What follows belongs to an exercise in optimizing a design on an open flow for small area and a short achievable clock period; a production flow would make more cautious choices.
In this exercise RTL edits were held to simulation tests only and were not proved equivalent to the original.

==> job 6735 <==
Design ntt4point, start of the top module:
module ntt4point(
    input clk, rst,
    input [15:0] in0, in1, in2, in3,
    output [15:0] out0, out1, out2, out3
);
  wire n1 = ~in2[8];
  wire n2 = ~in2[9];
  wire n3 = ~in2[0];
  wire n4 = ~in2[1];
  wire n5 = ~in2[10];
  wire n6 = ~in2[2];
  wire n7 = ~in2[11];
  wire n8 = ~in2[3];
  wire n9 = ~in2[12];
  wire n10 = ~in2[4];
  wire n11 = ~in2[5];
  wire n12 = ~in2[6];
  wire n13 = ~in2[7];
  wire n14, n15;
  ntt_fa fa_n14 (.a(in2[1]), .b(in2[4]), .c(in2[10]), .s(n14), .co(n15));
  wire n16, n17;
  ntt_fa fa_n16 (.a(in2[2]), .b(in2[5]), .c(in2[11]), .s(n16), .co(n17));
  wire n18, n19;
  ntt_fa fa_n18 (.a(in2[3]), .b(in2[6]), .c(in2[12]), .s(n18), .co(n19));
  wire n20, n21;
  ntt_fa fa_n20 (.a(in2[4]), .b(in2[7]), .c(n3), .s(n20), .co(n21));
  wire n22, n23;
  ntt_fa fa_n22 (.a(in2[5]), .b(in2[8]), .c(n4), .s(n22), .co(n23));
  wire n24, n25;
  ntt_fa fa_n24 (.a(in2[6]), .b(in2[9]), .c(n6), .s(n24), .co(n25));
  wire n26, n27;
  ntt_fa fa_n26 (.a(in2[0]), .b(in2[7]), .c(in2[10]), .s(n26), .co(n27));
  wire n28, n29;
  ntt_fa fa_n28 (.a(in2[1]), .b(in2[8]), .c(in2[11]), .s(n28), .co(n29));
  wire n30, n31;
  ntt_fa fa_n30 (.a(in2[2]), .b(in2[12]), .c(n3), .s(n30), .co(n31));
  wire n32, n33;
  ntt_fa fa_n32 (.a(n11), .b(n13), .c(n2), .s(n32), .co(n33));
  wire n34, n35;
  ntt_fa fa_n34 (.a(in2[3]), .b(in2[4]), .c(n12), .s(n34), .co(n35));
  wire n36, n37;
  ntt_fa fa_n36 (.a(in2[5]), .b(in2[7]), .c(n4), .s(n36), .co(n37));
  wire n38, n39;
  ...
==> flow/config.mk <==
export PLATFORM = sky130hd
export DESIGN_NAME = ntt4point
export DESIGN_NICKNAME = ntt4point
export VERILOG_FILES = /design/flow/design.v
export SDC_FILE = /design/flow/constraint.sdc
export NUM_CORES = 4
export LEC_CHECK = 0
export CAP_MARGIN = 20
export CORE_MARGIN = 2
export CORE_UTILIZATION = 40
export SLEW_MARGIN = 20
export SYNTH_ARGS = -noabc
export SYNTH_KEEP_MODULES = ntt_fa
export BUFFER_PORTS_ARGS = -buffer_cell sky130_fd_sc_hd__buf_1
export SETUP_SLACK_MARGIN = 40.7
==> flow/constraint.sdc <==
create_clock -name core_clock -period 60.0 [get_ports {clk}]
set_input_delay 12.0000 -clock core_clock [delete_from_list [all_inputs] [get_ports {clk}]]
set_output_delay 12.0000 -clock core_clock [all_outputs]
set_load 0.01 [all_outputs]
standard.sh (not shown) runs the stock make flow with config.mk's settings and CLKGATE_MAP_FILE= SYNTH_SCRIPT=/design/flow/synth_recipe.tcl, a recipe that flattens the netlist after the stock synthesis.
==> flow/flow/run.sh <==
#!/bin/bash
set -euo pipefail
cd "$(dirname "$0")/.."
cat >> config.mk <<'EOC'
export SYNTH_ARGS = -noabc
export SYNTH_KEEP_MODULES = ntt_fa
export BUFFER_PORTS_ARGS = -buffer_cell sky130_fd_sc_hd__buf_1
export SETUP_SLACK_MARGIN = 40.7
EOC
bash standard.sh > standard_flow.log 2>&1
==> job 734: changes against job 6735 <==
==> flow/flow/run.sh (replaced) <==
#!/bin/bash
set -euo pipefail
cd "$(dirname "$0")/.."
cat >> config.mk <<'EOC'
export SYNTH_ARGS = -noabc
export SYNTH_KEEP_MODULES = ntt_fa
export DONT_USE_CELLS += sky130_fd_sc_hd__ha_1
export BUFFER_PORTS_ARGS = -buffer_cell sky130_fd_sc_hd__buf_1
export CTS_BUF_LIST = sky130_fd_sc_hd__clkbuf_8
export SETUP_SLACK_MARGIN = 39.0
EOC
bash standard.sh > standard_flow.log 2>&1
--- a/flow/config.mk
+++ b/flow/config.mk
@@ -12,4 +12,6 @@
 export SYNTH_ARGS = -noabc
 export SYNTH_KEEP_MODULES = ntt_fa
+export DONT_USE_CELLS += sky130_fd_sc_hd__ha_1
 export BUFFER_PORTS_ARGS = -buffer_cell sky130_fd_sc_hd__buf_1
-export SETUP_SLACK_MARGIN = 40.7
+export CTS_BUF_LIST = sky130_fd_sc_hd__clkbuf_8
+export SETUP_SLACK_MARGIN = 39.0
==> job 4229: changes against job 6735 <==
--- a/flow/flow/run.sh
+++ b/flow/flow/run.sh
@@ -6,5 +6,5 @@
 export SYNTH_KEEP_MODULES = ntt_fa
 export BUFFER_PORTS_ARGS = -buffer_cell sky130_fd_sc_hd__buf_1
-export SETUP_SLACK_MARGIN = 40.7
+export SETUP_SLACK_MARGIN = 39.8
 EOC
 bash standard.sh > standard_flow.log 2>&1
- CORE_UTILIZATION: 40 -> 70
- SETUP_SLACK_MARGIN: 40.7 -> 39.8
==> summary.txt <==
Global-route usage, lowest first: job 6735, job 734, job 4229. The highest utilization belongs to job 4229, the lowest to job 734. Between job 734 and job 6735, the lower worst hold slack is in job 734 (gap 0.035 ns). Of job 4229 and job 6735, job 6735 has the higher cell count (gap 13%, measured against job 6735). The lowest via count belongs to job 4229, the highest to job 734. Die area: job 4229 < job 734 < job 6735. Cell area, highest first: job 6735, job 4229, job 734. In job 4229 the non-clock buffer count is lower than in job 6735, by 39. In synthesized area, job 4229 and job 6735 do not differ. Count of clock-buffer cells in the layout: job 4229 < job 734 < job 6735.

---

==> run A <==
Another version of the RTL of ntt4point (not shown whole).
Settings: LEC_CHECK=0, CAP_MARGIN=20, CORE_MARGIN=2, CORE_UTILIZATION=40, SLEW_MARGIN=20, SYNTH_ARGS=-noabc, BUFFER_PORTS_ARGS=-buffer_cell sky130_fd_sc_hd__buf_1; clock period 60.0 ns.
==> flow/flow/run.sh <==
#!/bin/bash
set -euo pipefail
cd "$(dirname "$0")/.."
cat >> config.mk <<'EOC'
export SYNTH_ARGS = -noabc
export BUFFER_PORTS_ARGS = -buffer_cell sky130_fd_sc_hd__buf_1
EOC
bash standard.sh > standard_flow.log 2>&1
==> inputs of run F, as changes to run A <==
--- a/flow/flow/run.sh
+++ b/flow/flow/run.sh
@@ -5,4 +5,5 @@
 export SYNTH_ARGS = -noabc
 export BUFFER_PORTS_ARGS = -buffer_cell sky130_fd_sc_hd__buf_1
+export SETUP_SLACK_MARGIN = 45
 EOC
 bash standard.sh > standard_flow.log 2>&1
Settings changed: SETUP_SLACK_MARGIN from default to 45.
==> inputs of run D, as changes to run A <==
--- a/flow/flow/run.sh
+++ b/flow/flow/run.sh
@@ -5,4 +5,5 @@
 export SYNTH_ARGS = -noabc
 export BUFFER_PORTS_ARGS = -buffer_cell sky130_fd_sc_hd__buf_1
+export SETUP_SLACK_MARGIN = 41
 EOC
 bash standard.sh > standard_flow.log 2>&1
Settings changed: SETUP_SLACK_MARGIN from default to 41.
==> flow_summary.yaml <==
final_layout:
  final_cells: 1697
  final_cell_mix: "fa_1 (360), inv_1 (334), buf_1 (104), ha_1 (76), nor2_1 (54)"
  clkCellAreaFrac_pct: 1.098
  multi_input_area_share_pct: 75.63
  fillCellCount: 3073
global_routing:
  use_met2_pct: 29.80
timing:
  fin_crit_ns: 21.05
outcome:
  status: "no timing/DRC/antenna violations"
detailed_routing:
  wl_met2_um: 13330
worst_setup_path:
  slowest_delay_ns: 0.64
# the run above: run A

==> flow_summary.yaml <==
outcome:
  status: "no timing/DRC/antenna violations"
worst_setup_path:
  slowest_delay_ns: 0.58
final_layout:
  multi_input_area_share_pct: 72.29
  final_cell_mix: "inv_1 (308), fa_1 (290), buf_4 (95), fa_2 (70), buf_1 (69)"
  fillCellCount: 2910
timing:
  fin_crit_ns: 19.54
# the run above: run F

==> flow_summary.yaml <==
final_layout:
  final_cells: 1791
  multi_input_area_share_pct: 71.76
  clkCellAreaFrac_pct: 0.9536
  fin_area_mm2: 0.01588
  final_cell_mix: "inv_1 (312), fa_1 (289), buf_4 (75), fa_2 (71), ha_1 (70)"
worst_setup_path:
  slowest_stage: "fa_2"
yosys:
  ys.flop_type: "dfxtp_1"
detailed_routing:
  post_drt_wl_per_cell_um: 17.48
  drc: 0
timing:
  fin_crit_ns: 19.53
worst_hold_path:
  hp-class: "in -> reg"
outcome:
  status: "no timing/DRC/antenna violations"
# the run above: run D


---

==> 09-09: inputs <==
RTL: one of the versions met above, not the one the previous note started from.
Design ntt4point, start of the top module:
module ntt4point(
    input clk, rst,
    input [15:0] in0, in1, in2, in3,
    output [15:0] out0, out1, out2, out3
);
  wire n1 = ~in2[8];
  wire n2 = ~in2[9];
  wire n3 = ~in2[0];
  wire n4 = ~in2[1];
  wire n5 = ~in2[10];
  wire n6 = ~in2[2];
  wire n7 = ~in2[11];
  wire n8 = ~in2[3];
  wire n9 = ~in2[12];
  wire n10 = ~in2[4];
  wire n11 = ~in2[5];
  wire n12 = ~in2[6];
  wire n13 = ~in2[7];
  wire n14, n15;
  ntt_fa fa_n14 (.a(in2[1]), .b(in2[4]), .c(in2[10]), .s(n14), .co(n15));
  wire n16, n17;
  ntt_fa fa_n16 (.a(in2[2]), .b(in2[5]), .c(in2[11]), .s(n16), .co(n17));
  wire n18, n19;
  ntt_fa fa_n18 (.a(in2[3]), .b(in2[6]), .c(in2[12]), .s(n18), .co(n19));
  wire n20, n21;
  ntt_fa fa_n20 (.a(in2[4]), .b(in2[7]), .c(n3), .s(n20), .co(n21));
  wire n22, n23;
  ntt_fa fa_n22 (.a(in2[5]), .b(in2[8]), .c(n4), .s(n22), .co(n23));
  wire n24, n25;
  ntt_fa fa_n24 (.a(in2[6]), .b(in2[9]), .c(n6), .s(n24), .co(n25));
  wire n26, n27;
  ntt_fa fa_n26 (.a(in2[0]), .b(in2[7]), .c(in2[10]), .s(n26), .co(n27));
  wire n28, n29;
  ntt_fa fa_n28 (.a(in2[1]), .b(in2[8]), .c(in2[11]), .s(n28), .co(n29));
  wire n30, n31;
  ntt_fa fa_n30 (.a(in2[2]), .b(in2[12]), .c(n3), .s(n30), .co(n31));
  wire n32, n33;
  ntt_fa fa_n32 (.a(n11), .b(n13), .c(n2), .s(n32), .co(n33));
  wire n34, n35;
  ntt_fa fa_n34 (.a(in2[3]), .b(in2[4]), .c(n12), .s(n34), .co(n35));
  wire n36, n37;
  ntt_fa fa_n36 (.a(in2[5]), .b(in2[7]), .c(n4), .s(n36), .co(n37));
  wire n38, n39;
  ntt_fa fa_n38 (.a(in2[6]), .b(in2[7]), .c(n6), .s(n38), .co(n39));
  wire n40, n41;
  ntt_fa fa_n40 (.a(in2[9]), .b(n3), .c(n8), .s(n40), .co(n41));
  wire n42, n43;
  ntt_fa fa_n42 (.a(n1), .b(n2), .c(n14), .s(n42), .co(n43));
  wire n44, n45;
  ntt_fa fa_n44 (.a(n3), .b(n15), .c(n16), .s(n44), .co(n45));
  wire n46, n47;
  ...
export LEC_CHECK = 0
export CAP_MARGIN = 20
export CORE_MARGIN = 2
export CORE_UTILIZATION = 40
export SLEW_MARGIN = 20
export SYNTH_ARGS = -noabc
export SYNTH_KEEP_MODULES = ntt_fa
export BUFFER_PORTS_ARGS = -buffer_cell sky130_fd_sc_hd__buf_1
export CTS_BUF_LIST = sky130_fd_sc_hd__clkbuf_8
export SETUP_SLACK_MARGIN = 38.6
create_clock -name core_clock -period 60.0 [get_ports {clk}]
==> flow/flow/run.sh <==
#!/bin/bash
set -euo pipefail
cd "$(dirname "$0")/.."
cat >> config.mk <<'EOC'
export SYNTH_ARGS = -noabc
export SYNTH_KEEP_MODULES = ntt_fa
export DONT_USE_CELLS += sky130_fd_sc_hd__ha_1
export BUFFER_PORTS_ARGS = -buffer_cell sky130_fd_sc_hd__buf_1
export CTS_BUF_LIST = sky130_fd_sc_hd__clkbuf_8
export SETUP_SLACK_MARGIN = 38.6
EOC
bash standard.sh > standard_flow.log 2>&1
==> 08-04: changes against 09-09 <==
==> flow/flow/run.sh (replaced) <==
#!/bin/bash
set -euo pipefail
cd "$(dirname "$0")/.."
cat >> config.mk <<'EOC'
export SYNTH_ARGS = -noabc
export SYNTH_KEEP_MODULES = ntt_fa
export BUFFER_PORTS_ARGS = -buffer_cell sky130_fd_sc_hd__buf_1
export SETUP_SLACK_MARGIN = 39.8
EOC
bash standard.sh > standard_flow.log 2>&1
==> flow/config.mk (replaced) <==
export PLATFORM = sky130hd
export DESIGN_NAME = ntt4point
export DESIGN_NICKNAME = ntt4point
export VERILOG_FILES = /design/flow/design.v
export SDC_FILE = /design/flow/constraint.sdc
export NUM_CORES = 4
export LEC_CHECK = 0
export CAP_MARGIN = 20
export CORE_MARGIN = 2
export CORE_UTILIZATION = 55
export SLEW_MARGIN = 20
export SYNTH_ARGS = -noabc
export SYNTH_KEEP_MODULES = ntt_fa
export BUFFER_PORTS_ARGS = -buffer_cell sky130_fd_sc_hd__buf_1
export SETUP_SLACK_MARGIN = 39.8
==> 11-15: changes against 09-09 <==
==> flow/flow/run.sh (replaced) <==
#!/bin/bash
set -euo pipefail
cd "$(dirname "$0")/.."
cat >> config.mk <<'EOC'
export SYNTH_ARGS = -noabc
export SYNTH_KEEP_MODULES = ntt_fa
export BUFFER_PORTS_ARGS = -buffer_cell sky130_fd_sc_hd__buf_1
EOC
bash standard.sh > standard_flow.log 2>&1
--- a/flow/config.mk
+++ b/flow/config.mk
@@ -12,6 +12,3 @@
 export SYNTH_ARGS = -noabc
 export SYNTH_KEEP_MODULES = ntt_fa
-export DONT_USE_CELLS += sky130_fd_sc_hd__ha_1
 export BUFFER_PORTS_ARGS = -buffer_cell sky130_fd_sc_hd__buf_1
-export CTS_BUF_LIST = sky130_fd_sc_hd__clkbuf_8
-export SETUP_SLACK_MARGIN = 38.6
==> qor summary <==
quantity	08-04	09-09	11-15
GRT met3 Usage	4.58%	4.13%	4.16%
Post-detailed-placement half-perimeter wirelength	24400 um	24800 um	23900 um
Relative area change from synthesis to final layout	10.2%	7.43%	7.99%
Final clock period utilization by the worst path	33.2%	34.9%	35.6%
Adder-cell share of the synthesized area	66.2%	59.8%	66.2%
Met1 global-route usage	39.1%	29.3%	25.9%
Horizontal die dimension	151 um	175 um	177 um
Number of library cell types mapped by synthesis	69	82	69
Post-place instance area	12600 um2	12500 um2	12700 um2
Count of vias placed by the detailed router	7508	7794	7417
Initial antenna violation count	2	0	0
Post-Syn Area	11900 um2	11700 um2	11900 um2
Xor/xnor share of the synthesized area	2.79%	5.63%	2.79%
Status	finished clean	finished clean	finished clean
RD Place Congestion	0.936	0.925	0.914
WL met1	12600 um	13200 um	12300 um
Routed wl met2	13000 um	12300 um	11900 um
Worst EP arrival	20060 ps	21130 ps	21480 ps
Layout cells sized above 1	8.81%	4.64%	2.83%
Area fraction in compound gates after synthesis	6.85%	9.18%	6.85%

-- static timing again, ports no longer ideal --
The flow's constraints put no driver on any port. The routed layouts listed below were extracted and timed again, unchanged, in two steps.
Step 1 sets driving cells, clkbuf_16 on the clock port and buf_2 on the other inputs (assumed; they add their load-dependent delay and slew).
Step 2 moves the port delays by t, midway between the first and last clock arrival at a register: inputs arrive t later, outputs are due t later. That takes back most of the time a late clock gives input paths.
Three values: no drivers, after step 1, after step 2; two values: the first two.
run | t (ns) | setup slack, ns | worst setup path at the end
job 6735 | 0.337 | 40.636 / 40.615 / 40.279 | input to register
job 734 | 0.366 | 39.449 / 39.469 / 39.102 | input to register
job 4229 | 0.330 | 40.056 / 40.069 / 39.739 | input to register
run A | 0.337 | 38.947 / 38.960 / 38.623 | input to register
run F | 0.339 | 40.462 / 40.463 / 40.124 | input to register
run D | 0.349 | 40.468 / 40.455 / 40.106 | input to register
09-09 | 0.367 | 39.089 / 39.105 / 38.738 | input to register
08-04 | 0.339 | 40.099 / 40.119 / 39.780 | input to register
11-15 | 0.330 | 38.669 / 38.688 / 38.358 | input to register
After both steps setup and hold are still met in every run listed. The setup slack of run D, which loses most, moves by -0.013 ns with the drivers and by -0.362 ns with both steps.
